Context: an optimization exercise on an open-source flow, tuned for small area and a short achievable clock period. The choices shown serve that exercise and are no tape-out recipe.
In this exercise RTL edits were held to simulation tests only and were not proved equivalent to the original.
Power is estimated from default activity; no workload was simulated.

==> flow/design.v <==
module mac5 #(parameter WIDTH=32)
   (input logic [(WIDTH/2)-1:0] a,
    input logic [(WIDTH/2)-1:0] b,
    input logic               clk, reset,
    output logic [WIDTH-1:0]  out);
   logic [15:0] ra;
   logic [7:0] bneg, bone, btwo;
   logic rb15;
   wire [16:0] bx = {b, 1'b0};
   logic f;
   logic q2_0_0;
   logic q2_1_0;
   logic q2_2_0;
   logic q2_3_0;
   logic q2_3_1;
   logic q2_3_2;
   logic q2_4_0;
   logic q2_4_1;
   logic q2_5_0;
   logic q2_5_1;
   logic q2_6_0;
   logic q2_6_1;
   logic q2_7_0;
   logic q2_7_1;
   logic q2_8_0;
   logic q2_8_1;
   logic q2_9_0;
   logic q2_9_1;
   logic q2_10_0;
   logic q2_10_1;
   logic q2_11_0;
   logic q2_11_1;
   logic q2_11_2;
   logic q2_11_3;
   logic q2_12_0;
   logic q2_12_1;
   logic q2_12_2;
   logic q2_13_0;
   logic q2_13_1;
   logic q2_13_2;
   logic q2_14_0;
   logic q2_14_1;
   logic q2_14_2;
   logic q2_15_0;
   logic q2_15_1;
   logic q2_15_2;
   logic q2_16_0;
   logic q2_16_1;
   logic q2_16_2;
   logic q2_16_3;
   logic q2_17_0;
   logic q2_17_1;
   logic q2_17_2;
   logic q2_17_3;
   logic q2_18_0;
   logic q2_18_1;
   logic q2_18_2;
   logic q2_18_3;
   logic q2_19_0;
   logic q2_19_1;
   logic q2_19_2;
   logic q2_19_3;
   logic q2_20_0;
   logic q2_20_1;
   logic q2_20_2;
   logic q2_20_3;
   logic q2_21_0;
   logic q2_21_1;
   logic q2_21_2;
   logic q2_21_3;
   logic q2_22_0;
   logic q2_22_1;
   logic q2_23_0;
   logic q2_23_1;
   logic q2_23_2;
   logic q2_24_0;
   logic q2_24_1;
   logic q2_24_2;
   logic q2_25_0;
   logic q2_25_1;
   logic q2_25_2;
   logic q2_26_0;
   logic q2_26_1;
   logic q2_26_2;
   logic q2_27_0;
   logic q2_27_1;
   logic q2_27_2;
   logic q2_28_0;
   logic q2_29_0;
   logic q2_29_1;
   logic q2_30_0;
   logic q2_30_1;
   logic q2_31_0;
   logic q2_31_1;
   wire p1 = ~(((bone[0] & ra[0])) ^ bneg[0]);
   wire p2 = ~(((bone[0] & ra[1]) | (btwo[0] & ra[0])) ^ bneg[0]);
   wire p3 = ~(((bone[0] & ra[2]) | (btwo[0] & ra[1])) ^ bneg[0]);
   wire p4 = ~(((bone[0] & ra[3]) | (btwo[0] & ra[2])) ^ bneg[0]);
   wire p5 = ~(((bone[0] & ra[4]) | (btwo[0] & ra[3])) ^ bneg[0]);
   wire p6 = ~(((bone[0] & ra[5]) | (btwo[0] & ra[4])) ^ bneg[0]);
   wire p7 = ~(((bone[0] & ra[6]) | (btwo[0] & ra[5])) ^ bneg[0]);
   wire p8 = ~(((bone[0] & ra[7]) | (btwo[0] & ra[6])) ^ bneg[0]);
   wire p9 = ~(((bone[0] & ra[8]) | (btwo[0] & ra[7])) ^ bneg[0]);
   wire p10 = ~(((bone[0] & ra[9]) | (btwo[0] & ra[8])) ^ bneg[0]);
   wire p11 = ~(((bone[0] & ra[10]) | (btwo[0] & ra[9])) ^ bneg[0]);
   wire p12 = ~(((bone[0] & ra[11]) | (btwo[0] & ra[10])) ^ bneg[0]);
   wire p13 = ~(((bone[0] & ra[12]) | (btwo[0] & ra[11])) ^ bneg[0]);
   wire p14 = ~(((bone[0] & ra[13]) | (btwo[0] & ra[12])) ^ bneg[0]);
   wire p15 = ~(((bone[0] & ra[14]) | (btwo[0] & ra[13])) ^ bneg[0]);
   wire p16 = ~(((bone[0] & ra[15]) | (btwo[0] & ra[14])) ^ bneg[0]);
   wire p17 = ~(((btwo[0] & ra[15])) ^ bneg[0]);
   wire p18 = ~bneg[0];
   wire p19 = bneg[0];
   wire p20 = ~(((bone[1] & ra[0])) ^ bneg[1]);
   wire p21 = ~(((bone[1] & ra[1]) | (btwo[1] & ra[0])) ^ bneg[1]);
   wire p22 = ~(((bone[1] & ra[2]) | (btwo[1] & ra[1])) ^ bneg[1]);
   wire p23 = ~(((bone[1] & ra[3]) | (btwo[1] & ra[2])) ^ bneg[1]);
   wire p24 = ~(((bone[1] & ra[4]) | (btwo[1] & ra[3])) ^ bneg[1]);
   wire p25 = ~(((bone[1] & ra[5]) | (btwo[1] & ra[4])) ^ bneg[1]);
   wire p26 = ~(((bone[1] & ra[6]) | (btwo[1] & ra[5])) ^ bneg[1]);
   wire p27 = ~(((bone[1] & ra[7]) | (btwo[1] & ra[6])) ^ bneg[1]);
   wire p28 = ~(((bone[1] & ra[8]) | (btwo[1] & ra[7])) ^ bneg[1]);
   wire p29 = ~(((bone[1] & ra[9]) | (btwo[1] & ra[8])) ^ bneg[1]);
   wire p30 = ~(((bone[1] & ra[10]) | (btwo[1] & ra[9])) ^ bneg[1]);
   wire p31 = ~(((bone[1] & ra[11]) | (btwo[1] & ra[10])) ^ bneg[1]);
   wire p32 = ~(((bone[1] & ra[12]) | (btwo[1] & ra[11])) ^ bneg[1]);
   wire p33 = ~(((bone[1] & ra[13]) | (btwo[1] & ra[12])) ^ bneg[1]);
   wire p34 = ~(((bone[1] & ra[14]) | (btwo[1] & ra[13])) ^ bneg[1]);
   wire p35 = ~(((bone[1] & ra[15]) | (btwo[1] & ra[14])) ^ bneg[1]);
   wire p36 = ~(((btwo[1] & ra[15])) ^ bneg[1]);
   wire p37 = ~bneg[1];
   wire p38 = bneg[1];
   wire p39 = ~(((bone[2] & ra[0])) ^ bneg[2]);
   wire p40 = ~(((bone[2] & ra[1]) | (btwo[2] & ra[0])) ^ bneg[2]);
   wire p41 = ~(((bone[2] & ra[2]) | (btwo[2] & ra[1])) ^ bneg[2]);
   wire p42 = ~(((bone[2] & ra[3]) | (btwo[2] & ra[2])) ^ bneg[2]);
   wire p43 = ~(((bone[2] & ra[4]) | (btwo[2] & ra[3])) ^ bneg[2]);
   wire p44 = ~(((bone[2] & ra[5]) | (btwo[2] & ra[4])) ^ bneg[2]);
   wire p45 = ~(((bone[2] & ra[6]) | (btwo[2] & ra[5])) ^ bneg[2]);
   wire p46 = ~(((bone[2] & ra[7]) | (btwo[2] & ra[6])) ^ bneg[2]);
   wire p47 = ~(((bone[2] & ra[8]) | (btwo[2] & ra[7])) ^ bneg[2]);
   wire p48 = ~(((bone[2] & ra[9]) | (btwo[2] & ra[8])) ^ bneg[2]);
   wire p49 = ~(((bone[2] & ra[10]) | (btwo[2] & ra[9])) ^ bneg[2]);
   wire p50 = ~(((bone[2] & ra[11]) | (btwo[2] & ra[10])) ^ bneg[2]);
   wire p51 = ~(((bone[2] & ra[12]) | (btwo[2] & ra[11])) ^ bneg[2]);
   wire p52 = ~(((bone[2] & ra[13]) | (btwo[2] & ra[12])) ^ bneg[2]);
   wire p53 = ~(((bone[2] & ra[14]) | (btwo[2] & ra[13])) ^ bneg[2]);
   wire p54 = ~(((bone[2] & ra[15]) | (btwo[2] & ra[14])) ^ bneg[2]);
   wire p55 = ~(((btwo[2] & ra[15])) ^ bneg[2]);
   wire p56 = ~bneg[2];
   wire p57 = bneg[2];
   wire p58 = ~(((bone[3] & ra[0])) ^ bneg[3]);
   wire p59 = ~(((bone[3] & ra[1]) | (btwo[3] & ra[0])) ^ bneg[3]);
   wire p60 = ~(((bone[3] & ra[2]) | (btwo[3] & ra[1])) ^ bneg[3]);
   wire p61 = ~(((bone[3] & ra[3]) | (btwo[3] & ra[2])) ^ bneg[3]);
   wire p62 = ~(((bone[3] & ra[4]) | (btwo[3] & ra[3])) ^ bneg[3]);
   wire p63 = ~(((bone[3] & ra[5]) | (btwo[3] & ra[4])) ^ bneg[3]);
   wire p64 = ~(((bone[3] & ra[6]) | (btwo[3] & ra[5])) ^ bneg[3]);
   wire p65 = ~(((bone[3] & ra[7]) | (btwo[3] & ra[6])) ^ bneg[3]);
   wire p66 = ~(((bone[3] & ra[8]) | (btwo[3] & ra[7])) ^ bneg[3]);
   wire p67 = ~(((bone[3] & ra[9]) | (btwo[3] & ra[8])) ^ bneg[3]);
   wire p68 = ~(((bone[3] & ra[10]) | (btwo[3] & ra[9])) ^ bneg[3]);
   wire p69 = ~(((bone[3] & ra[11]) | (btwo[3] & ra[10])) ^ bneg[3]);
   wire p70 = ~(((bone[3] & ra[12]) | (btwo[3] & ra[11])) ^ bneg[3]);
   wire p71 = ~(((bone[3] & ra[13]) | (btwo[3] & ra[12])) ^ bneg[3]);
   wire p72 = ~(((bone[3] & ra[14]) | (btwo[3] & ra[13])) ^ bneg[3]);
   wire p73 = ~(((bone[3] & ra[15]) | (btwo[3] & ra[14])) ^ bneg[3]);
   wire p74 = ~(((btwo[3] & ra[15])) ^ bneg[3]);
   wire p75 = ~bneg[3];
   wire p76 = bneg[3];
   wire p77 = ~(((bone[4] & ra[0])) ^ bneg[4]);
   wire p78 = ~(((bone[4] & ra[1]) | (btwo[4] & ra[0])) ^ bneg[4]);
   wire p79 = ~(((bone[4] & ra[2]) | (btwo[4] & ra[1])) ^ bneg[4]);
   wire p80 = ~(((bone[4] & ra[3]) | (btwo[4] & ra[2])) ^ bneg[4]);
   wire p81 = ~(((bone[4] & ra[4]) | (btwo[4] & ra[3])) ^ bneg[4]);
   wire p82 = ~(((bone[4] & ra[5]) | (btwo[4] & ra[4])) ^ bneg[4]);
   wire p83 = ~(((bone[4] & ra[6]) | (btwo[4] & ra[5])) ^ bneg[4]);
   wire p84 = ~(((bone[4] & ra[7]) | (btwo[4] & ra[6])) ^ bneg[4]);
   wire p85 = ~(((bone[4] & ra[8]) | (btwo[4] & ra[7])) ^ bneg[4]);
   wire p86 = ~(((bone[4] & ra[9]) | (btwo[4] & ra[8])) ^ bneg[4]);
   wire p87 = ~(((bone[4] & ra[10]) | (btwo[4] & ra[9])) ^ bneg[4]);
   wire p88 = ~(((bone[4] & ra[11]) | (btwo[4] & ra[10])) ^ bneg[4]);
   wire p89 = ~(((bone[4] & ra[12]) | (btwo[4] & ra[11])) ^ bneg[4]);
   wire p90 = ~(((bone[4] & ra[13]) | (btwo[4] & ra[12])) ^ bneg[4]);
   wire p91 = ~(((bone[4] & ra[14]) | (btwo[4] & ra[13])) ^ bneg[4]);
   wire p92 = ~(((bone[4] & ra[15]) | (btwo[4] & ra[14])) ^ bneg[4]);
   wire p93 = ~(((btwo[4] & ra[15])) ^ bneg[4]);
   wire p94 = ~bneg[4];
   wire p95 = bneg[4];
   wire p96 = ~(((bone[5] & ra[0])) ^ bneg[5]);
   wire p97 = ~(((bone[5] & ra[1]) | (btwo[5] & ra[0])) ^ bneg[5]);
   wire p98 = ~(((bone[5] & ra[2]) | (btwo[5] & ra[1])) ^ bneg[5]);
   wire p99 = ~(((bone[5] & ra[3]) | (btwo[5] & ra[2])) ^ bneg[5]);
   wire p100 = ~(((bone[5] & ra[4]) | (btwo[5] & ra[3])) ^ bneg[5]);
   wire p101 = ~(((bone[5] & ra[5]) | (btwo[5] & ra[4])) ^ bneg[5]);
   wire p102 = ~(((bone[5] & ra[6]) | (btwo[5] & ra[5])) ^ bneg[5]);
   wire p103 = ~(((bone[5] & ra[7]) | (btwo[5] & ra[6])) ^ bneg[5]);
   wire p104 = ~(((bone[5] & ra[8]) | (btwo[5] & ra[7])) ^ bneg[5]);
   wire p105 = ~(((bone[5] & ra[9]) | (btwo[5] & ra[8])) ^ bneg[5]);
   wire p106 = ~(((bone[5] & ra[10]) | (btwo[5] & ra[9])) ^ bneg[5]);
   wire p107 = ~(((bone[5] & ra[11]) | (btwo[5] & ra[10])) ^ bneg[5]);
   wire p108 = ~(((bone[5] & ra[12]) | (btwo[5] & ra[11])) ^ bneg[5]);
   wire p109 = ~(((bone[5] & ra[13]) | (btwo[5] & ra[12])) ^ bneg[5]);
   wire p110 = ~(((bone[5] & ra[14]) | (btwo[5] & ra[13])) ^ bneg[5]);
   wire p111 = ~(((bone[5] & ra[15]) | (btwo[5] & ra[14])) ^ bneg[5]);
   wire p112 = ~(((btwo[5] & ra[15])) ^ bneg[5]);
   wire p113 = ~bneg[5];
   wire p114 = bneg[5];
   wire p115 = ~(((bone[6] & ra[0])) ^ bneg[6]);
   wire p116 = ~(((bone[6] & ra[1]) | (btwo[6] & ra[0])) ^ bneg[6]);
   wire p117 = ~(((bone[6] & ra[2]) | (btwo[6] & ra[1])) ^ bneg[6]);
   wire p118 = ~(((bone[6] & ra[3]) | (btwo[6] & ra[2])) ^ bneg[6]);
   wire p119 = ~(((bone[6] & ra[4]) | (btwo[6] & ra[3])) ^ bneg[6]);
   wire p120 = ~(((bone[6] & ra[5]) | (btwo[6] & ra[4])) ^ bneg[6]);
   wire p121 = ~(((bone[6] & ra[6]) | (btwo[6] & ra[5])) ^ bneg[6]);
   wire p122 = ~(((bone[6] & ra[7]) | (btwo[6] & ra[6])) ^ bneg[6]);
   wire p123 = ~(((bone[6] & ra[8]) | (btwo[6] & ra[7])) ^ bneg[6]);
   wire p124 = ~(((bone[6] & ra[9]) | (btwo[6] & ra[8])) ^ bneg[6]);
   wire p125 = ~(((bone[6] & ra[10]) | (btwo[6] & ra[9])) ^ bneg[6]);
   wire p126 = ~(((bone[6] & ra[11]) | (btwo[6] & ra[10])) ^ bneg[6]);
   wire p127 = ~(((bone[6] & ra[12]) | (btwo[6] & ra[11])) ^ bneg[6]);
   wire p128 = ~(((bone[6] & ra[13]) | (btwo[6] & ra[12])) ^ bneg[6]);
   wire p129 = ~(((bone[6] & ra[14]) | (btwo[6] & ra[13])) ^ bneg[6]);
   wire p130 = ~(((bone[6] & ra[15]) | (btwo[6] & ra[14])) ^ bneg[6]);
   wire p131 = ~(((btwo[6] & ra[15])) ^ bneg[6]);
   wire p132 = ~bneg[6];
   wire p133 = bneg[6];
   wire p134 = ~(((bone[7] & ra[0])) ^ bneg[7]);
   wire p135 = ~(((bone[7] & ra[1]) | (btwo[7] & ra[0])) ^ bneg[7]);
   wire p136 = ~(((bone[7] & ra[2]) | (btwo[7] & ra[1])) ^ bneg[7]);
   wire p137 = ~(((bone[7] & ra[3]) | (btwo[7] & ra[2])) ^ bneg[7]);
   wire p138 = ~(((bone[7] & ra[4]) | (btwo[7] & ra[3])) ^ bneg[7]);
   wire p139 = ~(((bone[7] & ra[5]) | (btwo[7] & ra[4])) ^ bneg[7]);
   wire p140 = ~(((bone[7] & ra[6]) | (btwo[7] & ra[5])) ^ bneg[7]);
   wire p141 = ~(((bone[7] & ra[7]) | (btwo[7] & ra[6])) ^ bneg[7]);
   wire p142 = ~(((bone[7] & ra[8]) | (btwo[7] & ra[7])) ^ bneg[7]);
   wire p143 = ~(((bone[7] & ra[9]) | (btwo[7] & ra[8])) ^ bneg[7]);
   wire p144 = ~(((bone[7] & ra[10]) | (btwo[7] & ra[9])) ^ bneg[7]);
   wire p145 = ~(((bone[7] & ra[11]) | (btwo[7] & ra[10])) ^ bneg[7]);
   wire p146 = ~(((bone[7] & ra[12]) | (btwo[7] & ra[11])) ^ bneg[7]);
   wire p147 = ~(((bone[7] & ra[13]) | (btwo[7] & ra[12])) ^ bneg[7]);
   wire p148 = ~(((bone[7] & ra[14]) | (btwo[7] & ra[13])) ^ bneg[7]);
   wire p149 = ~(((bone[7] & ra[15]) | (btwo[7] & ra[14])) ^ bneg[7]);
   wire p150 = ~(((btwo[7] & ra[15])) ^ bneg[7]);
   wire p151 = ~bneg[7];
   wire p152 = bneg[7];
   wire p153 = ~(ra[0] & rb15);
   wire p154 = ~(ra[1] & rb15);
   wire p155 = ~(ra[2] & rb15);
   wire p156 = ~(ra[3] & rb15);
   wire p157 = ~(ra[4] & rb15);
   wire p158 = ~(ra[5] & rb15);
   wire p159 = ~(ra[6] & rb15);
   wire p160 = ~(ra[7] & rb15);
   wire p161 = ~(ra[8] & rb15);
   wire p162 = ~(ra[9] & rb15);
   wire p163 = ~(ra[10] & rb15);
   wire p164 = ~(ra[11] & rb15);
   wire p165 = ~(ra[12] & rb15);
   wire p166 = ~(ra[13] & rb15);
   wire p167 = ~(ra[14] & rb15);
   wire p168 = ~(ra[15] & rb15);
   wire p169 = ~(out[0] & f);
   wire p170 = ~(out[1] & f);
   wire p171 = ~(out[2] & f);
   wire p172 = ~(out[3] & f);
   wire p173 = ~(out[4] & f);
   wire p174 = ~(out[5] & f);
   wire p175 = ~(out[6] & f);
   wire p176 = ~(out[7] & f);
   wire p177 = ~(out[8] & f);
   wire p178 = ~(out[9] & f);
   wire p179 = ~(out[10] & f);
   wire p180 = ~(out[11] & f);
   wire p181 = ~(out[12] & f);
   wire p182 = ~(out[13] & f);
   wire p183 = ~(out[14] & f);
   wire p184 = ~(out[15] & f);
   wire p185 = ~(out[16] & f);
   wire p186 = ~(out[17] & f);
   wire p187 = ~(out[18] & f);
   wire p188 = ~(out[19] & f);
   wire p189 = ~(out[20] & f);
   wire p190 = ~(out[21] & f);
   wire p191 = ~(out[22] & f);
   wire p192 = ~(out[23] & f);
   wire p193 = ~(out[24] & f);
   wire p194 = ~(out[25] & f);
   wire p195 = ~(out[26] & f);
   wire p196 = ~(out[27] & f);
   wire p197 = ~(out[28] & f);
   wire p198 = ~(out[29] & f);
   wire p199 = ~(out[30] & f);
   wire p200 = ~(out[31] & f);
   wire p201 = ~p19;
   wire p202 = ~p36;
   wire p203 = ~p55;
   wire p204 = ~p74;
   wire p205 = ~p93;
   wire p206 = ~p112;
   wire p207 = ~p131;
   wire p208 = ~p150;
   wire s209, c210;
   mac5_fa u_s209 (.a(p18), .b(p169), .c(p1), .s(s209), .co(c210));
   wire s211, c212;
   mac5_fa u_s211 (.a(p37), .b(p171), .c(p3), .s(s211), .co(c212));
   wire s213, c214;
   mac5_fa u_s213 (.a(p172), .b(p4), .c(p21), .s(s213), .co(c214));
   wire s215, c216;
   mac5_fa u_s215 (.a(p56), .b(p173), .c(p5), .s(s215), .co(c216));
   wire s217, c218;
   mac5_fa u_s217 (.a(p174), .b(p6), .c(p23), .s(s217), .co(c218));
   wire s219, c220;
   mac5_fa u_s219 (.a(p75), .b(p175), .c(p7), .s(s219), .co(c220));
   wire s221, c222;
   mac5_fa u_s221 (.a(p24), .b(p41), .c(p58), .s(s221), .co(c222));
   wire s223, c224;
   mac5_fa u_s223 (.a(p176), .b(p8), .c(p25), .s(s223), .co(c224));
   wire s225, c226;
   mac5_fa u_s225 (.a(p94), .b(p177), .c(p9), .s(s225), .co(c226));
   wire s227, c228;
   mac5_fa u_s227 (.a(p26), .b(p43), .c(p60), .s(s227), .co(c228));
   wire s229, c230;
   mac5_fa u_s229 (.a(p178), .b(p10), .c(p27), .s(s229), .co(c230));
   wire s231, c232;
   mac5_fa u_s231 (.a(p44), .b(p61), .c(p78), .s(s231), .co(c232));
   wire s233, c234;
   mac5_fa u_s233 (.a(p113), .b(p179), .c(p11), .s(s233), .co(c234));
   wire s235, c236;
   mac5_fa u_s235 (.a(p28), .b(p45), .c(p62), .s(s235), .co(c236));
   wire s237, c238;
   mac5_fa u_s237 (.a(p180), .b(p12), .c(p29), .s(s237), .co(c238));
   wire s239, c240;
   mac5_fa u_s239 (.a(p46), .b(p63), .c(p80), .s(s239), .co(c240));
   wire s241, c242;
   mac5_fa u_s241 (.a(p132), .b(p181), .c(p13), .s(s241), .co(c242));
   wire s243, c244;
   mac5_fa u_s243 (.a(p30), .b(p47), .c(p64), .s(s243), .co(c244));
   wire s245, c246;
   mac5_fa u_s245 (.a(p81), .b(p98), .c(p115), .s(s245), .co(c246));
   wire s247, c248;
   mac5_fa u_s247 (.a(p182), .b(p14), .c(p31), .s(s247), .co(c248));
   wire s249, c250;
   mac5_fa u_s249 (.a(p48), .b(p65), .c(p82), .s(s249), .co(c250));
   wire s251, c252;
   mac5_fa u_s251 (.a(p151), .b(p183), .c(p15), .s(s251), .co(c252));
   wire s253, c254;
   mac5_fa u_s253 (.a(p32), .b(p49), .c(p66), .s(s253), .co(c254));
   wire s255, c256;
   mac5_fa u_s255 (.a(p83), .b(p100), .c(p117), .s(s255), .co(c256));
   wire s257, c258;
   mac5_fa u_s257 (.a(p184), .b(p16), .c(p33), .s(s257), .co(c258));
   wire s259, c260;
   mac5_fa u_s259 (.a(p50), .b(p67), .c(p84), .s(s259), .co(c260));
   wire s261, c262;
   mac5_fa u_s261 (.a(p101), .b(p118), .c(p135), .s(s261), .co(c262));
   wire s263, c264;
   mac5_fa u_s263 (.a(p153), .b(p185), .c(p17), .s(s263), .co(c264));
   wire s265, c266;
   mac5_fa u_s265 (.a(p34), .b(p51), .c(p68), .s(s265), .co(c266));
   wire s267, c268;
   mac5_fa u_s267 (.a(p85), .b(p102), .c(p119), .s(s267), .co(c268));
   wire s269, c270;
   mac5_fa u_s269 (.a(p201), .b(p154), .c(p186), .s(s269), .co(c270));
   wire s271, c272;
   mac5_fa u_s271 (.a(p35), .b(p52), .c(p69), .s(s271), .co(c272));
   wire s273, c274;
   mac5_fa u_s273 (.a(p86), .b(p103), .c(p120), .s(s273), .co(c274));
   wire s275, c276;
   mac5_fa u_s275 (.a(p155), .b(p187), .c(p19), .s(s275), .co(c276));
   wire s277, c278;
   mac5_fa u_s277 (.a(p202), .b(p53), .c(p70), .s(s277), .co(c278));
   wire s279, c280;
   mac5_fa u_s279 (.a(p87), .b(p104), .c(p121), .s(s279), .co(c280));
   wire s281, c282;
   mac5_fa u_s281 (.a(p38), .b(p156), .c(p188), .s(s281), .co(c282));
   wire s283, c284;
   mac5_fa u_s283 (.a(p54), .b(p71), .c(p88), .s(s283), .co(c284));
   wire s285, c286;
   mac5_fa u_s285 (.a(p105), .b(p122), .c(p139), .s(s285), .co(c286));
   wire s287, c288;
   mac5_fa u_s287 (.a(p157), .b(p189), .c(p203), .s(s287), .co(c288));
   wire s289, c290;
   mac5_fa u_s289 (.a(p72), .b(p89), .c(p106), .s(s289), .co(c290));
   wire s291, c292;
   mac5_fa u_s291 (.a(p57), .b(p158), .c(p190), .s(s291), .co(c292));
   wire s293, c294;
   mac5_fa u_s293 (.a(p73), .b(p90), .c(p107), .s(s293), .co(c294));
   wire s295, c296;
   mac5_fa u_s295 (.a(p124), .b(p141), .c(p55), .s(s295), .co(c296));
   wire s297, c298;
   mac5_fa u_s297 (.a(p159), .b(p191), .c(p204), .s(s297), .co(c298));
   wire s299, c300;
   mac5_fa u_s299 (.a(p91), .b(p108), .c(p125), .s(s299), .co(c300));
   wire s301, c302;
   mac5_fa u_s301 (.a(p76), .b(p160), .c(p192), .s(s301), .co(c302));
   wire s303, c304;
   mac5_fa u_s303 (.a(p92), .b(p109), .c(p126), .s(s303), .co(c304));
   wire s305, c306;
   mac5_fa u_s305 (.a(p161), .b(p193), .c(p205), .s(s305), .co(c306));
   wire s307, c308;
   mac5_fa u_s307 (.a(p110), .b(p127), .c(p144), .s(s307), .co(c308));
   wire s309, c310;
   mac5_fa u_s309 (.a(p95), .b(p162), .c(p194), .s(s309), .co(c310));
   wire s311, c312;
   mac5_fa u_s311 (.a(p111), .b(p128), .c(p145), .s(s311), .co(c312));
   wire s313, c314;
   mac5_fa u_s313 (.a(p163), .b(p195), .c(p206), .s(s313), .co(c314));
   wire s315, c316;
   mac5_fa u_s315 (.a(p114), .b(p164), .c(p196), .s(s315), .co(c316));
   wire s317, c318;
   mac5_fa u_s317 (.a(p130), .b(p147), .c(p112), .s(s317), .co(c318));
   wire s319, c320;
   mac5_fa u_s319 (.a(p165), .b(p197), .c(p207), .s(s319), .co(c320));
   wire s321, c322;
   mac5_fa u_s321 (.a(p133), .b(p166), .c(p198), .s(s321), .co(c322));
   wire s323, c324;
   mac5_fa u_s323 (.a(p167), .b(p199), .c(p208), .s(s323), .co(c324));
   wire s325, c326;
   mac5_fa u_s325 (.a(p152), .b(p168), .c(p200), .s(s325), .co(c326));
   wire s327, c328;
   mac5_fa u_s327 (.a(p170), .b(p2), .c(c210), .s(s327), .co(c328));
   wire s329, c330;
   mac5_fa u_s329 (.a(p22), .b(p39), .c(c214), .s(s329), .co(c330));
   wire s331, c332;
   mac5_fa u_s331 (.a(p40), .b(c216), .c(s217), .s(s331), .co(c332));
   wire s333, c334;
   mac5_fa u_s333 (.a(c218), .b(s219), .c(s221), .s(s333), .co(c334));
   wire s335, c336;
   mac5_fa u_s335 (.a(p42), .b(p59), .c(c220), .s(s335), .co(c336));
   wire s337, c338;
   mac5_fa u_s337 (.a(p77), .b(c224), .c(s225), .s(s337), .co(c338));
   wire s339, c340;
   mac5_fa u_s339 (.a(c226), .b(c228), .c(s229), .s(s339), .co(c340));
   wire s341, c342;
   mac5_fa u_s341 (.a(p79), .b(p96), .c(c230), .s(s341), .co(c342));
   wire s343, c344;
   mac5_fa u_s343 (.a(c232), .b(s233), .c(s235), .s(s343), .co(c344));
   wire s345, c346;
   mac5_fa u_s345 (.a(p97), .b(c234), .c(c236), .s(s345), .co(c346));
   wire s347, c348;
   mac5_fa u_s347 (.a(c238), .b(c240), .c(s241), .s(s347), .co(c348));
   wire s349, c350;
   mac5_fa u_s349 (.a(p99), .b(p116), .c(c242), .s(s349), .co(c350));
   wire s351, c352;
   mac5_fa u_s351 (.a(c244), .b(c246), .c(s247), .s(s351), .co(c352));
   wire s353, c354;
   mac5_fa u_s353 (.a(p134), .b(c248), .c(c250), .s(s353), .co(c354));
   wire s355, c356;
   mac5_fa u_s355 (.a(s251), .b(s253), .c(s255), .s(s355), .co(c356));
   wire s357, c358;
   mac5_fa u_s357 (.a(c252), .b(c254), .c(c256), .s(s357), .co(c358));
   wire s359, c360;
   mac5_fa u_s359 (.a(s257), .b(s259), .c(s261), .s(s359), .co(c360));
   wire s361, c362;
   mac5_fa u_s361 (.a(p136), .b(c258), .c(c260), .s(s361), .co(c362));
   wire s363, c364;
   mac5_fa u_s363 (.a(c262), .b(s263), .c(s265), .s(s363), .co(c364));
   wire s365, c366;
   mac5_fa u_s365 (.a(p137), .b(s269), .c(c264), .s(s365), .co(c366));
   wire s367, c368;
   mac5_fa u_s367 (.a(c266), .b(c268), .c(s271), .s(s367), .co(c368));
   wire s369, c370;
   mac5_fa u_s369 (.a(c270), .b(p138), .c(s275), .s(s369), .co(c370));
   wire s371, c372;
   mac5_fa u_s371 (.a(c272), .b(c274), .c(s277), .s(s371), .co(c372));
   wire s373, c374;
   mac5_fa u_s373 (.a(c276), .b(p36), .c(s281), .s(s373), .co(c374));
   wire s375, c376;
   mac5_fa u_s375 (.a(c278), .b(c280), .c(s283), .s(s375), .co(c376));
   wire s377, c378;
   mac5_fa u_s377 (.a(c282), .b(p123), .c(p140), .s(s377), .co(c378));
   wire s379, c380;
   mac5_fa u_s379 (.a(c284), .b(c286), .c(s287), .s(s379), .co(c380));
   wire s381, c382;
   mac5_fa u_s381 (.a(s291), .b(c288), .c(c290), .s(s381), .co(c382));
   wire s383, c384;
   mac5_fa u_s383 (.a(c292), .b(p142), .c(c294), .s(s383), .co(c384));
   wire s385, c386;
   mac5_fa u_s385 (.a(c296), .b(s297), .c(s299), .s(s385), .co(c386));
   wire s387, c388;
   mac5_fa u_s387 (.a(p143), .b(p74), .c(s301), .s(s387), .co(c388));
   wire s389, c390;
   mac5_fa u_s389 (.a(c298), .b(c300), .c(s303), .s(s389), .co(c390));
   wire s391, c392;
   mac5_fa u_s391 (.a(c302), .b(c304), .c(s305), .s(s391), .co(c392));
   wire s393, c394;
   mac5_fa u_s393 (.a(p93), .b(s309), .c(c306), .s(s393), .co(c394));
   wire s395, c396;
   mac5_fa u_s395 (.a(c310), .b(p129), .c(p146), .s(s395), .co(c396));
   wire s397, c398;
   mac5_fa u_s397 (.a(s315), .b(c314), .c(s317), .s(s397), .co(c398));
   wire s399, c400;
   mac5_fa u_s399 (.a(c316), .b(p148), .c(c318), .s(s399), .co(c400));
   wire s401, c402;
   mac5_fa u_s401 (.a(p149), .b(p131), .c(s321), .s(s401), .co(c402));
   wire s403, c404;
   mac5_fa u_s403 (.a(p150), .b(s325), .c(c324), .s(s403), .co(c404));
   wire s405, c406;
   mac5_fa u_s405 (.a(p20), .b(s211), .c(c328), .s(s405), .co(c406));
   wire s407, c408;
   mac5_fa u_s407 (.a(c222), .b(s223), .c(s335), .s(s407), .co(c408));
   wire s409, c410;
   mac5_fa u_s409 (.a(s227), .b(c336), .c(s337), .s(s409), .co(c410));
   wire s411, c412;
   mac5_fa u_s411 (.a(s231), .b(c338), .c(s339), .s(s411), .co(c412));
   wire s413, c414;
   mac5_fa u_s413 (.a(s341), .b(c340), .c(s343), .s(s413), .co(c414));
   wire s415, c416;
   mac5_fa u_s415 (.a(s237), .b(s239), .c(c342), .s(s415), .co(c416));
   wire s417, c418;
   mac5_fa u_s417 (.a(s243), .b(s245), .c(c346), .s(s417), .co(c418));
   wire s419, c420;
   mac5_fa u_s419 (.a(s249), .b(s349), .c(c348), .s(s419), .co(c420));
   wire s421, c422;
   mac5_fa u_s421 (.a(c350), .b(s353), .c(c352), .s(s421), .co(c422));
   wire s423, c424;
   mac5_fa u_s423 (.a(c354), .b(s357), .c(c356), .s(s423), .co(c424));
   wire s425, c426;
   mac5_fa u_s425 (.a(s267), .b(c358), .c(s361), .s(s425), .co(c426));
   wire s427, c428;
   mac5_fa u_s427 (.a(s273), .b(c362), .c(s365), .s(s427), .co(c428));
   wire s429, c430;
   mac5_fa u_s429 (.a(s279), .b(s369), .c(c366), .s(s429), .co(c430));
   wire s431, c432;
   mac5_fa u_s431 (.a(c370), .b(s285), .c(s373), .s(s431), .co(c432));
   wire s433, c434;
   mac5_fa u_s433 (.a(c374), .b(s377), .c(s289), .s(s433), .co(c434));
   wire s435, c436;
   mac5_fa u_s435 (.a(c378), .b(s293), .c(s295), .s(s435), .co(c436));
   wire s437, c438;
   mac5_fa u_s437 (.a(c382), .b(s383), .c(s385), .s(s437), .co(c438));
   wire s439, c440;
   mac5_fa u_s439 (.a(s387), .b(c384), .c(c386), .s(s439), .co(c440));
   wire s441, c442;
   mac5_fa u_s441 (.a(c388), .b(s307), .c(c390), .s(s441), .co(c442));
   wire s443, c444;
   mac5_fa u_s443 (.a(c308), .b(s311), .c(s393), .s(s443), .co(c444));
   wire s445, c446;
   mac5_fa u_s445 (.a(c312), .b(s395), .c(s313), .s(s445), .co(c446));
   wire s447, c448;
   mac5_fa u_s447 (.a(s319), .b(s399), .c(c398), .s(s447), .co(c448));
   wire s449, c450;
   mac5_fa u_s449 (.a(c320), .b(s401), .c(c400), .s(s449), .co(c450));
   wire s451, c452;
   mac5_fa u_s451 (.a(c322), .b(c402), .c(s323), .s(s451), .co(c452));
   wire s453, c454;
   mac5_fa u_s453 (.a(1'b1), .b(q2_11_0), .c(q2_11_1), .s(s453), .co(c454));
   wire s455, c456;
   mac5_fa u_s455 (.a(1'b1), .b(q2_12_0), .c(q2_12_1), .s(s455), .co(c456));
   wire s457, c458;
   mac5_fa u_s457 (.a(1'b1), .b(q2_13_0), .c(q2_13_1), .s(s457), .co(c458));
   wire s459, c460;
   mac5_fa u_s459 (.a(1'b1), .b(q2_14_0), .c(q2_14_1), .s(s459), .co(c460));
   wire s461, c462;
   mac5_fa u_s461 (.a(1'b1), .b(q2_15_0), .c(q2_15_1), .s(s461), .co(c462));
   wire s463, c464;
   mac5_fa u_s463 (.a(q2_16_0), .b(q2_16_1), .c(q2_16_2), .s(s463), .co(c464));
   wire s465, c466;
   mac5_fa u_s465 (.a(q2_17_0), .b(q2_17_1), .c(q2_17_2), .s(s465), .co(c466));
   wire s467, c468;
   mac5_fa u_s467 (.a(q2_18_0), .b(q2_18_1), .c(q2_18_2), .s(s467), .co(c468));
   wire s469, c470;
   mac5_fa u_s469 (.a(q2_19_0), .b(q2_19_1), .c(q2_19_2), .s(s469), .co(c470));
   wire s471, c472;
   mac5_fa u_s471 (.a(q2_20_0), .b(q2_20_1), .c(q2_20_2), .s(s471), .co(c472));
   wire s473, c474;
   mac5_fa u_s473 (.a(q2_21_0), .b(q2_21_1), .c(q2_21_2), .s(s473), .co(c474));
   wire s475, c476;
   mac5_fa u_s475 (.a(1'b1), .b(q2_3_0), .c(q2_3_1), .s(s475), .co(c476));
   wire s477, c478;
   mac5_fa u_s477 (.a(1'b1), .b(q2_4_0), .c(q2_4_1), .s(s477), .co(c478));
   wire s479, c480;
   mac5_fa u_s479 (.a(1'b1), .b(q2_5_0), .c(q2_5_1), .s(s479), .co(c480));
   wire s481, c482;
   mac5_fa u_s481 (.a(1'b1), .b(q2_6_0), .c(q2_6_1), .s(s481), .co(c482));
   wire s483, c484;
   mac5_fa u_s483 (.a(1'b1), .b(q2_7_0), .c(q2_7_1), .s(s483), .co(c484));
   wire s485, c486;
   mac5_fa u_s485 (.a(1'b1), .b(q2_8_0), .c(q2_8_1), .s(s485), .co(c486));
   wire s487, c488;
   mac5_fa u_s487 (.a(1'b1), .b(q2_9_0), .c(q2_9_1), .s(s487), .co(c488));
   wire s489, c490;
   mac5_fa u_s489 (.a(1'b1), .b(q2_10_0), .c(q2_10_1), .s(s489), .co(c490));
   wire s491, c492;
   mac5_fa u_s491 (.a(q2_11_2), .b(q2_11_3), .c(s453), .s(s491), .co(c492));
   wire s493, c494;
   mac5_fa u_s493 (.a(q2_12_2), .b(c454), .c(s455), .s(s493), .co(c494));
   wire s495, c496;
   mac5_fa u_s495 (.a(q2_13_2), .b(c456), .c(s457), .s(s495), .co(c496));
   wire s497, c498;
   mac5_fa u_s497 (.a(q2_14_2), .b(c458), .c(s459), .s(s497), .co(c498));
   wire s499, c500;
   mac5_fa u_s499 (.a(q2_15_2), .b(c460), .c(s461), .s(s499), .co(c500));
   wire s501, c502;
   mac5_fa u_s501 (.a(q2_16_3), .b(c462), .c(s463), .s(s501), .co(c502));
   wire s503, c504;
   mac5_fa u_s503 (.a(q2_17_3), .b(c464), .c(s465), .s(s503), .co(c504));
   wire s505, c506;
   mac5_fa u_s505 (.a(q2_18_3), .b(c466), .c(s467), .s(s505), .co(c506));
   wire s507, c508;
   mac5_fa u_s507 (.a(q2_19_3), .b(c468), .c(s469), .s(s507), .co(c508));
   wire s509, c510;
   mac5_fa u_s509 (.a(q2_20_3), .b(c470), .c(s471), .s(s509), .co(c510));
   wire s511, c512;
   mac5_fa u_s511 (.a(q2_21_3), .b(c472), .c(s473), .s(s511), .co(c512));
   wire s513, c514;
   mac5_fa u_s513 (.a(q2_22_0), .b(q2_22_1), .c(c474), .s(s513), .co(c514));
   wire s515, c516;
   mac5_fa u_s515 (.a(q2_23_0), .b(q2_23_1), .c(q2_23_2), .s(s515), .co(c516));
   wire s517, c518;
   mac5_fa u_s517 (.a(q2_24_0), .b(q2_24_1), .c(q2_24_2), .s(s517), .co(c518));
   wire s519, c520;
   mac5_fa u_s519 (.a(q2_25_0), .b(q2_25_1), .c(q2_25_2), .s(s519), .co(c520));
   wire s521, c522;
   mac5_fa u_s521 (.a(q2_26_0), .b(q2_26_1), .c(q2_26_2), .s(s521), .co(c522));
   wire s523, c524;
   mac5_fa u_s523 (.a(q2_27_0), .b(q2_27_1), .c(q2_27_2), .s(s523), .co(c524));
   wire [31:0] sx = {q2_31_0, q2_30_0, q2_29_0, q2_28_0, s523, s521, s519, s517, s515, s513, s511, s509, s507, s505, s503, s501, s499, s497, s495, s493, s491, s489, s487, s485, s483, s481, s479, s477, s475, q2_2_0, q2_1_0, q2_0_0};
   wire [31:0] sy = {q2_31_1, q2_30_1, q2_29_1, c524, c522, c520, c518, c516, c514, c512, c510, c508, c506, c504, c502, c500, c498, c496, c494, c492, c490, c488, c486, c484, c482, c480, c478, c476, q2_3_2, 1'b1, 1'b1, 1'b1};
   wire [31:0] sp = sx ^ sy, sg = sx & sy;
   wire lG1 = sg[0] | (sp[0] & 1'b1);
   wire lG2 = sg[2] | (sp[2] & sg[1]);
   wire lP2 = sp[2] & sp[1];
   wire lG3 = sg[1] | (sp[1] & lG1);
   wire lG4 = lG2 | (lP2 & lG1);
   wire lG5 = sg[3] | (sp[3] & lG4);
   logic q3_lo0;
   logic q3_lo1;
   logic q3_lo2;
   logic q3_lo3;
   logic q3_ck;
   logic [31:4] q3_p, q3_g;
   wire hG1 = q3_g[4] | (q3_p[4] & q3_ck);
   wire hG2 = q3_g[6] | (q3_p[6] & q3_g[5]);
   wire hP2 = q3_p[6] & q3_p[5];
   wire hG3 = q3_g[8] | (q3_p[8] & q3_g[7]);
   wire hP3 = q3_p[8] & q3_p[7];
   wire hG4 = q3_g[10] | (q3_p[10] & q3_g[9]);
   wire hP4 = q3_p[10] & q3_p[9];
   wire hG5 = q3_g[12] | (q3_p[12] & q3_g[11]);
   wire hP5 = q3_p[12] & q3_p[11];
   wire hG6 = q3_g[14] | (q3_p[14] & q3_g[13]);
   wire hP6 = q3_p[14] & q3_p[13];
   wire hG7 = q3_g[16] | (q3_p[16] & q3_g[15]);
   wire hP7 = q3_p[16] & q3_p[15];
   wire hG8 = q3_g[18] | (q3_p[18] & q3_g[17]);
   wire hP8 = q3_p[18] & q3_p[17];
   wire hG9 = q3_g[20] | (q3_p[20] & q3_g[19]);
   wire hP9 = q3_p[20] & q3_p[19];
   wire hG10 = q3_g[22] | (q3_p[22] & q3_g[21]);
   wire hP10 = q3_p[22] & q3_p[21];
   wire hG11 = q3_g[24] | (q3_p[24] & q3_g[23]);
   wire hP11 = q3_p[24] & q3_p[23];
   wire hG12 = q3_g[26] | (q3_p[26] & q3_g[25]);
   wire hP12 = q3_p[26] & q3_p[25];
   wire hG13 = q3_g[28] | (q3_p[28] & q3_g[27]);
   wire hP13 = q3_p[28] & q3_p[27];
   wire hG14 = q3_g[30] | (q3_p[30] & q3_g[29]);
   wire hP14 = q3_p[30] & q3_p[29];
   wire hG15 = q3_g[5] | (q3_p[5] & hG1);
   wire hG16 = hG2 | (hP2 & hG1);
   wire hG17 = q3_g[9] | (q3_p[9] & hG3);
   wire hP17 = q3_p[9] & hP3;
   wire hG18 = hG4 | (hP4 & hG3);
   wire hP18 = hP4 & hP3;
   wire hG19 = q3_g[13] | (q3_p[13] & hG5);
   wire hP19 = q3_p[13] & hP5;
   wire hG20 = hG6 | (hP6 & hG5);
   wire hP20 = hP6 & hP5;
   wire hG21 = q3_g[17] | (q3_p[17] & hG7);
   wire hP21 = q3_p[17] & hP7;
   wire hG22 = hG8 | (hP8 & hG7);
   wire hP22 = hP8 & hP7;
   wire hG23 = q3_g[21] | (q3_p[21] & hG9);
   wire hP23 = q3_p[21] & hP9;
   wire hG24 = hG10 | (hP10 & hG9);
   wire hP24 = hP10 & hP9;
   wire hG25 = q3_g[25] | (q3_p[25] & hG11);
   wire hP25 = q3_p[25] & hP11;
   wire hG26 = hG12 | (hP12 & hG11);
   wire hP26 = hP12 & hP11;
   wire hG27 = q3_g[29] | (q3_p[29] & hG13);
   wire hP27 = q3_p[29] & hP13;
   wire hG28 = hG14 | (hP14 & hG13);
   wire hP28 = hP14 & hP13;
   wire hG29 = q3_g[7] | (q3_p[7] & hG16);
   wire hG30 = hG3 | (hP3 & hG16);
   wire hG31 = hG17 | (hP17 & hG16);
   wire hG32 = hG18 | (hP18 & hG16);
   wire hG33 = q3_g[15] | (q3_p[15] & hG20);
   wire hP33 = q3_p[15] & hP20;
   wire hG34 = hG7 | (hP7 & hG20);
   wire hP34 = hP7 & hP20;
   wire hG35 = hG21 | (hP21 & hG20);
   wire hP35 = hP21 & hP20;
   wire hG36 = hG22 | (hP22 & hG20);
   wire hP36 = hP22 & hP20;
   wire hG37 = q3_g[23] | (q3_p[23] & hG24);
   wire hP37 = q3_p[23] & hP24;
   wire hG38 = hG11 | (hP11 & hG24);
   wire hP38 = hP11 & hP24;
   wire hG39 = hG25 | (hP25 & hG24);
   wire hP39 = hP25 & hP24;
   wire hG40 = hG26 | (hP26 & hG24);
   wire hP40 = hP26 & hP24;
   wire hG41 = q3_g[31] | (q3_p[31] & hG28);
   wire hP41 = q3_p[31] & hP28;
   wire hG42 = q3_g[11] | (q3_p[11] & hG32);
   wire hG43 = hG5 | (hP5 & hG32);
   wire hG44 = hG19 | (hP19 & hG32);
   wire hG45 = hG20 | (hP20 & hG32);
   wire hG46 = hG33 | (hP33 & hG32);
   wire hG47 = hG34 | (hP34 & hG32);
   wire hG48 = hG35 | (hP35 & hG32);
   wire hG49 = hG36 | (hP36 & hG32);
   wire hG50 = q3_g[27] | (q3_p[27] & hG40);
   wire hP50 = q3_p[27] & hP40;
   wire hG51 = hG13 | (hP13 & hG40);
   wire hP51 = hP13 & hP40;
   wire hG52 = hG27 | (hP27 & hG40);
   wire hP52 = hP27 & hP40;
   wire hG53 = hG28 | (hP28 & hG40);
   wire hP53 = hP28 & hP40;
   wire hG54 = hG41 | (hP41 & hG40);
   wire hP54 = hP41 & hP40;
   wire hG55 = q3_g[19] | (q3_p[19] & hG49);
   wire hG56 = hG9 | (hP9 & hG49);
   wire hG57 = hG23 | (hP23 & hG49);
   wire hG58 = hG24 | (hP24 & hG49);
   wire hG59 = hG37 | (hP37 & hG49);
   wire hG60 = hG38 | (hP38 & hG49);
   wire hG61 = hG39 | (hP39 & hG49);
   wire hG62 = hG40 | (hP40 & hG49);
   wire hG63 = hG50 | (hP50 & hG49);
   wire hG64 = hG51 | (hP51 & hG49);
   wire hG65 = hG52 | (hP52 & hG49);
   wire hG66 = hG53 | (hP53 & hG49);
   wire hG67 = hG54 | (hP54 & hG49);
   wire [31:0] nsum = {~(q3_p[31] ^ hG66), ~(q3_p[30] ^ hG65), ~(q3_p[29] ^ hG64), ~(q3_p[28] ^ hG63), ~(q3_p[27] ^ hG62), ~(q3_p[26] ^ hG61), ~(q3_p[25] ^ hG60), ~(q3_p[24] ^ hG59), ~(q3_p[23] ^ hG58), ~(q3_p[22] ^ hG57), ~(q3_p[21] ^ hG56), ~(q3_p[20] ^ hG55), ~(q3_p[19] ^ hG49), ~(q3_p[18] ^ hG48), ~(q3_p[17] ^ hG47), ~(q3_p[16] ^ hG46), ~(q3_p[15] ^ hG45), ~(q3_p[14] ^ hG44), ~(q3_p[13] ^ hG43), ~(q3_p[12] ^ hG42), ~(q3_p[11] ^ hG32), ~(q3_p[10] ^ hG31), ~(q3_p[9] ^ hG30), ~(q3_p[8] ^ hG29), ~(q3_p[7] ^ hG16), ~(q3_p[6] ^ hG15), ~(q3_p[5] ^ hG1), ~(q3_p[4] ^ q3_ck), q3_lo3, q3_lo2, q3_lo1, q3_lo0};
   always @(posedge clk) begin
      q3_lo0 <= ~(sp[0] ^ 1'b1);
      q3_lo1 <= ~(sp[1] ^ lG1);
      q3_lo2 <= ~(sp[2] ^ lG3);
      q3_lo3 <= ~(sp[3] ^ lG4);
      q3_ck <= lG5;
      q3_p <= sp[31:4];
      q3_g <= sg[31:4];
   end
   always @(posedge clk or negedge reset)
     if (!reset) f <= 1'b0;
     else f <= 1'b1;
   always @(posedge clk) begin
      ra <= a;
      bneg[0] <= bx[2];
      bone[0] <= bx[1] ^ bx[0];
      btwo[0] <= (bx[2] & ~bx[1] & ~bx[0]) | (~bx[2] & bx[1] & bx[0]);
      bneg[1] <= bx[4];
      bone[1] <= bx[3] ^ bx[2];
      btwo[1] <= (bx[4] & ~bx[3] & ~bx[2]) | (~bx[4] & bx[3] & bx[2]);
      bneg[2] <= bx[6];
      bone[2] <= bx[5] ^ bx[4];
      btwo[2] <= (bx[6] & ~bx[5] & ~bx[4]) | (~bx[6] & bx[5] & bx[4]);
      bneg[3] <= bx[8];
      bone[3] <= bx[7] ^ bx[6];
      btwo[3] <= (bx[8] & ~bx[7] & ~bx[6]) | (~bx[8] & bx[7] & bx[6]);
      bneg[4] <= bx[10];
      bone[4] <= bx[9] ^ bx[8];
      btwo[4] <= (bx[10] & ~bx[9] & ~bx[8]) | (~bx[10] & bx[9] & bx[8]);
      bneg[5] <= bx[12];
      bone[5] <= bx[11] ^ bx[10];
      btwo[5] <= (bx[12] & ~bx[11] & ~bx[10]) | (~bx[12] & bx[11] & bx[10]);
      bneg[6] <= bx[14];
      bone[6] <= bx[13] ^ bx[12];
      btwo[6] <= (bx[14] & ~bx[13] & ~bx[12]) | (~bx[14] & bx[13] & bx[12]);
      bneg[7] <= bx[16];
      bone[7] <= bx[15] ^ bx[14];
      btwo[7] <= (bx[16] & ~bx[15] & ~bx[14]) | (~bx[16] & bx[15] & bx[14]);
      rb15 <= b[15];
      q2_0_0 <= s209;
      q2_1_0 <= s327;
      q2_2_0 <= s405;
      q2_3_0 <= c212;
      q2_3_1 <= s213;
      q2_3_2 <= c406;
      q2_4_0 <= s215;
      q2_4_1 <= s329;
      q2_5_0 <= c330;
      q2_5_1 <= s331;
      q2_6_0 <= c332;
      q2_6_1 <= s333;
      q2_7_0 <= s407;
      q2_7_1 <= c334;
      q2_8_0 <= s409;
      q2_8_1 <= c408;
      q2_9_0 <= s411;
      q2_9_1 <= c410;
      q2_10_0 <= s413;
      q2_10_1 <= c412;
      q2_11_0 <= s415;
      q2_11_1 <= s345;
      q2_11_2 <= c344;
      q2_11_3 <= c414;
      q2_12_0 <= s417;
      q2_12_1 <= s347;
      q2_12_2 <= c416;
      q2_13_0 <= s419;
      q2_13_1 <= s351;
      q2_13_2 <= c418;
      q2_14_0 <= s421;
      q2_14_1 <= s355;
      q2_14_2 <= c420;
      q2_15_0 <= s423;
      q2_15_1 <= s359;
      q2_15_2 <= c422;
      q2_16_0 <= s425;
      q2_16_1 <= c360;
      q2_16_2 <= s363;
      q2_16_3 <= c424;
      q2_17_0 <= s427;
      q2_17_1 <= c364;
      q2_17_2 <= s367;
      q2_17_3 <= c426;
      q2_18_0 <= s429;
      q2_18_1 <= c368;
      q2_18_2 <= s371;
      q2_18_3 <= c428;
      q2_19_0 <= s431;
      q2_19_1 <= c372;
      q2_19_2 <= s375;
      q2_19_3 <= c430;
      q2_20_0 <= s433;
      q2_20_1 <= c376;
      q2_20_2 <= s379;
      q2_20_3 <= c432;
      q2_21_0 <= s435;
      q2_21_1 <= s381;
      q2_21_2 <= c380;
      q2_21_3 <= c434;
      q2_22_0 <= s437;
      q2_22_1 <= c436;
      q2_23_0 <= s439;
      q2_23_1 <= s389;
      q2_23_2 <= c438;
      q2_24_0 <= s441;
      q2_24_1 <= s391;
      q2_24_2 <= c440;
      q2_25_0 <= s443;
      q2_25_1 <= c392;
      q2_25_2 <= c442;
      q2_26_0 <= s445;
      q2_26_1 <= c394;
      q2_26_2 <= c444;
      q2_27_0 <= c396;
      q2_27_1 <= s397;
      q2_27_2 <= c446;
      q2_28_0 <= s447;
      q2_29_0 <= s449;
      q2_29_1 <= c448;
      q2_30_0 <= s451;
      q2_30_1 <= c450;
      q2_31_0 <= s403;
      q2_31_1 <= c452;
      out <= nsum;
   end
endmodule
module mac5_fa (input logic a, b, c, output logic s, co);
   assign s = a ^ b ^ c;
   assign co = (a & b) | (a & c) | (b & c);
endmodule
==> flow/flow/run.sh <==
#!/bin/bash
# Standard layout, with port buffers of a plain buffer cell, sizing not held to
# the cells' footprints, and a clock tree without dummy loads.
bash standard.sh MATCH_CELL_FOOTPRINT=0 \
  BUFFER_PORTS_ARGS="-buffer_cell sky130_fd_sc_hd__buf_2" \
  CTS_ARGS="-sink_clustering_enable -repair_clock_nets -dont_use_dummy_load -sink_clustering_size 30 -sink_clustering_max_diameter 60" \
  finish > standard.log 2>&1
==> flow/standard.sh <==
#!/bin/bash
# synth_recipe.tcl (not shown) runs the flow's synth.tcl, then flattens the netlist and writes it again
# the make line also repeats each setting of config.mk as NAME=value (left out here)
make -C /OpenROAD-flow-scripts/flow DESIGN_CONFIG=/design/flow/config.mk WORK_HOME=/design/flow/orfs CLKGATE_MAP_FILE= SYNTH_SCRIPT=/design/flow/synth_recipe.tcl "${@:-finish}"
==> flow/config.mk <==
export PLATFORM = sky130hd
export DESIGN_NAME = mac5
export DESIGN_NICKNAME = mac5
export VERILOG_FILES = /design/flow/design.v
export SDC_FILE = /design/flow/constraint.sdc
export NUM_CORES = 4
export LEC_CHECK = 0
export ABC_CLOCK_PERIOD_IN_PS = 1000
export CAP_MARGIN = 20
export CORE_MARGIN = 2
export CORE_UTILIZATION = 40
export SETUP_SLACK_MARGIN = 4.5
export SLEW_MARGIN = 20
export SYNTH_HIERARCHICAL = 1
export SYNTH_MINIMUM_KEEP_SIZE = 0
==> flow/constraint.sdc <==
create_clock -name core_clock -period 7.0 [get_ports {clk}]
set_input_delay 1.4000 -clock core_clock [delete_from_list [all_inputs] [get_ports {clk}]]
set_output_delay 1.4000 -clock core_clock [all_outputs]
set_load 0.01 [all_outputs]
==> impl_results.md <==
* Core footprint at 28,500 µm²
* # clock sinks at 217
* Ys flop type: dfxtp_1
* PortBufs at 65
* Area leader, netlist: dfxtp_1
* Seq pwr share at 41.9%
* Final slew viol count at 0
* Ports at 66
* EDFF count, synth at 0
* Family with the most delay on the worst path: flip-flops
* Synth-to-layout area growth at 11.7%
* Number of global-route vias before repair at 7,454
* Most frequent cell after synthesis: dfxtp_1
* Clk root buf: clkbuf_16
* Clock buffer depth at 3
* Arrival time worst endpoint at 1050 ps
* CP Capture Type: output pin
* Max layer used: met5
* Synth async-reset ratio at 0.461%
* Total CTS buffers at 21
* Clk slew on worst S/H paths at 50 ps
* Reg2Reg Depth at 5
* Fin nets at 1,218
* WL met3 at 1.92 mm
* Share of cells above drive strength 1 at 15.4%
* Final Hold Viols at 0
* Seq/Total Area, Yosys at 37.7%
* Initial DRT Pass Iterations at 6
* Distinct cells, synth at 37
* Clk pwr share at 17.4%
* RSZ-0062 raised after global routing: false
* Setup TNS at 0 ps
* Fmax at 0.408 GHz
* Tcrit/Tclk final at 35.0%
* Wl on met1 at 11.0 mm
* Gate power share at 40.7%
* Remaining DRCs at 0
* Slowest CP cell: dfxtp_1
* Clock H-tree levels at 1
* GRT Resource Usage Total at 17.3%
* Worst path cell trace: buf_2
* Met2 wire length at 12.0 mm
* WHS Path Cells at 0
* Die Ht at 174 µm
* Max VDD drop at 0.000228 V
* Aggregate global routing overflow at 0
* Tmin final at 2450 ps
* Worst min path class: register to register
* Wirelength per Cell at 18.4 µm
* Synth cell count leaders: dfxtp_1, fa_1, xnor2_1
* Crit Path Class: register to output pin
* Post-route ant nets at 0
* Min-delay src: q3_lo0
* Cells after Synth at 963
* Vias per cell at 5.07
* Antenna violations before repair at 1
* Gp weighted congestion at 0.838
* Reg2reg setup slack at 4560 ps
* Top cell type's share of synthesized area at 37.5%
* Worst reg2reg path startpoint: ra[2]
* Pwr Density at 419 nW/µm²
* Largest net degree at the start of global routing at 33
* Die area at 30,200 µm²
* Worst reg2reg path endpoint: q2_10_0
* Ranking of synthesized cells by area: dfxtp_1, fa_1, xnor2_1
* Yosys warning count at 7
* Crit path required time at 5600 ps
* Initial drt markers at 613
* Hold endpoint: out[0]
* Internal Power at 3.45 mW
* Sw Share at 36.2%
* Routed WL at 25.3 mm
* Pre-CTS setup slack at 3930 ps
* Outcome: complete, no violations
* Vias at 6,974
* CTS tree: yes
* Clock Skew at 42.8 ps
* Die width at 174 µm
* Site row count at 62
* Final setup fails at 0
* # diodes at 0
* Pleak at 4.98 nW
* Synthesized flop and latch total at 217
* Worst setup margin at 4550 ps
* CTS Hold Bufs at 0
* Crit-path max FO at 2
* Post-DP HPWL at 18.4 mm
* Post-Syn Area per Cell at 12.0 µm²
* Psw at 1.96 mW
* Post-layout util at 45.1%
* CP max stage delay at 410 ps
* Initial Util at 40.4%
* Clock Latency Late Sink at 500 ps
* MaxCap Viol Count at 0
* Type of origin of the critical path: register
* First-pass GRT wire length at 41.4 mm
* CP Buf/Inv Count at 1
* Synthesized cell area at 11,500 µm²
* Final hold slack at 313 ps
worst max-delay path by stage:
stage          startpoint       to  slack, ps  cells past startpoint
2_1_floorplan     bneg[7]  q2_22_0       4500                      7
3_3_place_gp      bneg[7]  q2_22_0       4070                      5
3_5_place_dp      bneg[7]  q2_22_0       3930                      5
4_1_cts           btwo[4]  q2_22_0       4490                      5
5_1_grt          q3_p[22]  out[31]       4410                      8
6_report          out[17]  out[17]       4550                      1
metrics by stage:
step | cell area, µm² | std cells | power [mW]
after floorplan | 11600 | 976 | 3.75
after global placement | 12100 | 1349 | 4.44
after detailed placement | 12100 | 1349 | 4.51
after CTS | 12700 | 1371 | 5.51
after global routing | 12900 | 1375 | 6.02
final | 12900 | 1375 | 5.40
per-module statistics from Yosys, one instance, submodules excluded:
module	cells	times used	flip-flops and latches
mac5_fa	1	158	0
mac5	805	1	217
sequential cells by signal, indices dropped and copies added, names as in the netlist, 8 cells and up:
signal,count
out,32
q3_g,27
bneg,8
btwo,8
q3_p,28
bone,8
ra,16
kinds of logic after synthesis:
| kind of cell | after synthesis | share of synthesized area [%] |
|---|---|---|
| other cells | 1 | 0.0325 |
| flops | 217 | 37.7 |
| xor+xnor | 167 | 12.7 |
| buf+inv | 105 | 3.42 |
| compound gates | 169 | 10.7 |
| simple gates | 113 | 4.41 |
| fa+ha+maj | 191 | 31.0 |
final cells by class:
class,count,area (µm²)
well taps,384,480
repair buffers,71,374
multi-input cells,654,6900
flip-flops and latches,217,4470
inverters,28,128
clock buffers,21,526
fillers,2701,15700
power groups by stage:
stage                     Clock [mW]  Combinational (mW)  Sequential, mW
after CTS                      0.979                2.26            2.27
after global placement             0                2.15            2.28
after detailed placement           0                2.22            2.29
after floorplan                    0                1.58            2.17
final                          0.942                2.20            2.26
after global routing            1.03                2.65            2.34
routing by layer:
layer	global-route usage (%)	up-vias
li1	-	3198
met1	23.7	3461
met2	28.5	275
met3	3.46	38
met4	3.99	2
met5	0	-
cell usage in the layout (no fill, tap or decap), types with 2 or more instances in the layout:
master	n
nor2b_1	4
a21oi_1	15
xnor2_1	141
o211ai_1	2
a21oi_2	2
a21o_1	4
xor2_1	22
clkbuf_16	21
dfxtp_4	30
nand2b_1	11
o21ai_0	12
dfxtp_2	10
nand3_1	3
nand2_1	73
inv_4	7
ha_1	33
a22oi_1	119
a211oi_1	2
nor2_1	9
nand3b_1	8
inv_1	20
conb_1	14
dfxtp_1	176
nand4_1	3
xnor2_2	4
fa_1	158
buf_2	65
buf_4	5
o21ai_1	2
repair_timing:
item,in CTS,in global routing
endpoints found under the setup margin,54,28
setup buffers,1,4
pin swaps,1,1
resized for setup,61,39

-- separate check: timing with driven ports --
Ports are ideal in the flow. The routed layout listed here was re-timed in OpenROAD.
Step 1 sets driving cells, clkbuf_16 on the clock port and buf_2 on the other inputs (assumed; they add their load-dependent delay and slew).
Step 2 times the ports against the registers' clock, not the clock port: input delays grow and output delays shrink by t, the midpoint of the rising clock arrivals with the driver on.
Slacks: ideal / step 1 / step 2; pairs: ideal / step 1.
t, ns: 0.526
setup WS [ns]: 4.550 / 4.505 / 4.560
hold slack, ns: 0.313 / 0.313 / 0.313
clock arrival spread, ns: 0.052 / 0.052
worst slew at a driven data input, ns: 0.07
After both steps this run still meets setup and hold. For this run, drivers alone change the setup slack by -0.045 ns; drivers and shift together by +0.010 ns.
